Source: an optimization exercise on an open RTL-to-GDS flow (aim: small area and a short achievable clock period). Production flows keep margins and buffers that such runs may drop.
In this exercise RTL edits were held to simulation tests only and were not proved equivalent to the original.
No activity file was given, so power comes from the tool's default toggle rates.

===== flow/config.mk =====
export PLATFORM = sky130hd
export DESIGN_NAME = mac_unit
export DESIGN_NICKNAME = mac_unit
export VERILOG_FILES = /design/flow/design.v
export SDC_FILE = /design/flow/constraint.sdc
export NUM_CORES = 4
export LEC_CHECK = 0
export CAP_MARGIN = 20
export CORE_MARGIN = 2
export CORE_UTILIZATION = 40
export SLEW_MARGIN = 20

===== flow/constraint.sdc =====
create_clock -name core_clock -period 7.0 [get_ports {clk}]
set_input_delay 1.4000 -clock core_clock [delete_from_list [all_inputs] [get_ports {clk}]]
set_output_delay 1.4000 -clock core_clock [all_outputs]
set_load 0.01 [all_outputs]

===== flow/design.v =====
module mac_unit #(
    parameter AW = 16,
    parameter BW = 16,
    parameter ACCW = 40,
    parameter SIGNED = 0
)(
    input  wire clk,
    input  wire rst_n,
    input  wire en,
    input  wire valid_in,
    input  wire [AW-1:0] a,
    input  wire [BW-1:0] b,
    output reg  valid_out,
    output reg  [ACCW-1:0] acc_out
);
    localparam MW = AW + BW;
    reg [MW-1:0] prod_reg;
    reg          valid_reg;
    wire [MW-1:0] mult;
    generate
        if (SIGNED) begin
            assign mult = $signed($signed(a)) * $signed($signed(b));
        end else begin
            assign mult = a * b;
        end
    endgenerate
    always @(posedge clk) begin
        if (!rst_n) begin
            prod_reg <= {MW{1'b0}};
            valid_reg <= 1'b0;
        end else begin
            prod_reg <= mult;
            valid_reg <= valid_in;
        end
    end
    always @(posedge clk) begin
        if (!rst_n) begin
            acc_out <= {ACCW{1'b0}};
            valid_out <= 1'b0;
        end else begin
            valid_out <= valid_reg;
            if (en && valid_reg) begin
                if (MW <= ACCW) begin
                    if (SIGNED)
                        acc_out <= $signed(acc_out) + $signed({{(ACCW-MW){prod_reg[MW-1]}}, prod_reg});
                    else
                        acc_out <= acc_out + {{(ACCW-MW){1'b0}}, prod_reg};
                end else begin
                    acc_out <= acc_out + prod_reg[MW-1 -: ACCW];
                end
            end
        end
    end
endmodule

===== flow/run.sh =====
#!/bin/bash
# synth_recipe.tcl (not shown) runs the flow's synth.tcl, then flattens the netlist and writes it again
# the make line also repeats each setting of config.mk as NAME=value (left out here)
make -C /OpenROAD-flow-scripts/flow DESIGN_CONFIG=/design/flow/config.mk WORK_HOME=/design/flow/orfs CLKGATE_MAP_FILE= SYNTH_SCRIPT=/design/flow/synth_recipe.tcl finish

==> impl_results.md <==
* Status: timing/DRC/antenna clean
* Area contributors post-synth: fa_1 30%, ha_1 13%, dfxtp_1 11%, and2_1 6.9%, inv_1 6.9%
* Post-synth EDFFs at 0
* WHS at 0.473 ns
* CP Data Arrival Time at 7.03 ns
* Peak supply drop at 0.553 mV
* Area share of the largest cell type after synthesis at 0.300
* Number of global-route vias before repair at 11.1k
* Synth async-reset ratio at 0
* Die area at 0.0339 mm2
* Ys flop type: dfxtp_1
* Reg2reg start: acc_out[6]$_SDFFE_PN0P_
* Setup_tns at 0 ns
* IO Count at 77
* Max FFs per register at 40
* Largest net degree at the start of global routing at 46
* P&R area growth vs syn at 18.8%
* Post-synthesis sequential area ratio at 0.114
* Worst slew pin tran at 0.825 ns
* Mapped Avg Cell Area at 8.38 um2
* Cell area after synthesis at 0.0130 mm2
* Worst min-delay path endpoint: acc_out[39]$_SDFFE_PN0P_
* Clk latency of the worst-skew pair at 0.34 ns
* Die height at 184 um
* Register-to-register setup slack at 4.08 ns
* # fillers at 3197
* Unique masters post-synth at 63
* Final setup viols at 0
* WP data required at 7.23 ns
* Total CTS buffers at 9
* Crit share post-route at 0.972
* Iter 0 DRT Violations at 719
* P per Cell Area at 552 mW/mm2
* Row count at 66
* RSZ-0062 raised after global routing: false
* R2R cell count at 8
* Layout cells sized above 1 at 0.107
* Hold Vio Cnt, Final at 0
* Die width at 184 um
* Hold depth at 2
* Post-DP Area at 0.0151 mm2
* Clk buf depth at 2
* First-pass GRT wire length at 55.2 mm
* Remaining DRCs at 0
* Synthesized instance count at 1550
* Crit path time final at 6.80 ns
* Register area at 0.00148 mm2
* CORE AREA at 0.0323 mm2
* Post-Syn Nets at 1917
* Initial Util at 0.402
* Initial antenna violation count at 0
* Reg-to-reg endpoint: acc_out[39]$_SDFFE_PN0P_
* Maximum Capacitance Violations at 0
* Final net count at 2073
* Crit. End Element: register
* Port bufs at 76
* Fmax at 0.147 GHz
* Final slew viol count at 0
* Clk_skew at 0.00726 ns
* FF+latch count, synth at 74
* Min setup slack post-route at 0.198 ns
* Post-route ant nets at 0
* GRT overflow at 0
* Worst-path clk slew at 0.06 ns
* CTS tree: yes
* N_diodes at 0
* Commonest non-fill, non-tap cell in the layout: inv_1
* CP max FO at 5
* Nature of the critical path startpoint: input port
* Final std cell area, no fill at 0.0154 mm2
* Multi-input logic area at 0.0103 mm2
* HPWL Detailed at 27.8 mm
* GRT Resource Usage Total at 0.201
* Crit Path Category: in2reg
* DR vias/cell at 5.02
* Leakage at 7.44 nW
* Hold path start: acc_out[39]$_SDFFE_PN0P_
* Cell taking the most area after synthesis: fa_1
* Clk sink count at 74
* Via count at 10.8k
* Most frequent cells in the layout: 240 x inv_1, 211 x nand2_1, 193 x fa_1
* Worst hold path type: reg2reg
* Slew margin rel. at 0.449
* Root Buffer: clkbuf_16
* GP Congestion at 0.867
* Drt total wl at 32.9 mm
* Drt wl/cell at 15.3 um
* Drt first pass iters at 5
* H-Tree Level Count at 3
* Warnings from Yosys at 1
* Setup WS pre-CTS at -0.623 ns
==> stage by stage <==
step,std cells,power (mW),utilization
floorplan,1550,5.27,-
global placement,2131,7.93,0.467
detailed placement,2131,8.01,0.467
CTS,2150,8.60,0.478
global route,2153,9.61,0.478
finish,2153,8.53,0.478
==> how the worst max path moves through the flow <==
stage          startpoint                      end  slack (ns)  depth (start not counted)
3_3_place_gp         a[6]  prod_reg[31]$_SDFF_PN0_       -0.53                         21
5_1_grt              a[9]  prod_reg[31]$_SDFF_PN0_        0.01                         21
6_report             a[0]  prod_reg[31]$_SDFF_PN0_        0.20                         20
3_5_place_dp         a[6]  prod_reg[31]$_SDFF_PN0_       -0.62                         21
2_1_floorplan        b[1]  prod_reg[31]$_SDFF_PN0_       0.003                         21
4_1_cts              b[1]  prod_reg[31]$_SDFF_PN0_        0.04                         20
==> layer usage <==
| layer | routed length (um) | up-vias | GRT usage |
|---|---|---|---|
| met5 | 0 | - | 0 |
| met4 | 479 | 0 | 0.0422 |
| met3 | 1400 | 43 | 0.0200 |
| met2 | 15100 | 274 | 0.334 |
| met1 | 16000 | 5166 | 0.284 |
| li1 | - | 5320 | - |
==> worst max-delay path, cell delays in order <==
cell             delay, ns
clkdlybuf4s50_1       0.46
buf_4                 0.15
nand2_1               0.07
fa_1                  0.45
fa_1                  0.49
inv_1                 0.05
fa_1                  0.52
fa_1                  0.44
fa_1                  0.49
inv_1                 0.05
fa_1                  0.47
inv_1                 0.04
ha_1                  0.30
nand2_2               0.06
or4_1                 0.51
or3_1                 0.33
o211ai_2              0.10
and2_4                0.20
a41oi_2               0.11
mux2_4                0.32
==> synthesized netlist by cell type (3+ instances only) <==
master,n
a21o_1,22
o21a_1,17
a221o_1,5
nand3b_1,4
or2_2,3
fa_1,195
a211oi_1,14
o211ai_1,9
and2_1,144
buf_1,3
nand4_1,12
a221oi_1,3
a21oi_1,80
buf_2,3
a31oi_1,7
a31o_2,3
ha_1,136
o2111a_1,4
xnor2_1,15
o21ai_0,44
inv_1,240
dfxtp_1,74
nand2b_1,15
nor2_1,68
clkbuf_1,62
nand2_1,211
o21bai_1,3
and3_1,10
buf_4,3
nand3_1,21
xor2_1,18
nor3_1,19
o31a_1,3
a41oi_1,8
o21ai_1,4
o311ai_0,3
or3_1,6
mux2i_1,16
nor4_1,3
nor2b_1,9
==> where the power goes <==
part	leakage (nW)	switching [mW]	internal [mW]
clock	0.145	0.180	0.312
combinational	6.69	3.77	3.68
sequential	0.606	0.0426	0.536
==> logic make-up after synthesis <==
group / synth area share
xor gates and xnor gates: 0.0222
DFF: 0.114
AOI/OAI and AO/OA: 0.128
muxes: 0.0135
and+or+nand+nor: 0.200
adders and majority gates: 0.431
buffers and inverters: 0.0910
==> timing repair <==
action / in CTS / in global routing
gates resized for setup: 32 / 34
pin swaps: 14 / 6
endpoints found under the setup margin: 8 / 14
gates cloned: 1 / 0
hold buffers: 0 / 0
setup buffers: 2 / 3
==> cell type report <==
type / count / area share
flip-flops and latches: 74 / 0.0960
repair buffers: 216 / 0.119
inverters: 240 / 0.0584
multi-input cells: 1165 / 0.670
well taps: 442 / 0.0358
clock buffers: 10 / 0.0148
clock inverters: 6 / 0.00592

separate check: timing with driven ports:
Ports are ideal in the flow. The routed layout listed here was re-timed in OpenROAD.
Step 1: set_driving_cell puts a clkbuf_16 on clk and a buf_2 on each other input, an assumption about the parent block.
Step 2 times the ports against the registers' clock, not the clock port: input delays grow and output delays shrink by t, the midpoint of the rising clock arrivals with the driver on.
Three values: ideal, step 1, step 2; two values: the first two.
t (ns): 0.378
slack for setup (ns): 0.198 / 0.186 / -0.192
worst data-port slew with drivers (ns): 0.07
Met with ideal ports but missed after step 2: setup timing in this run. For this run, drivers alone change the setup slack by -0.012 ns; drivers and shift together by -0.390 ns.
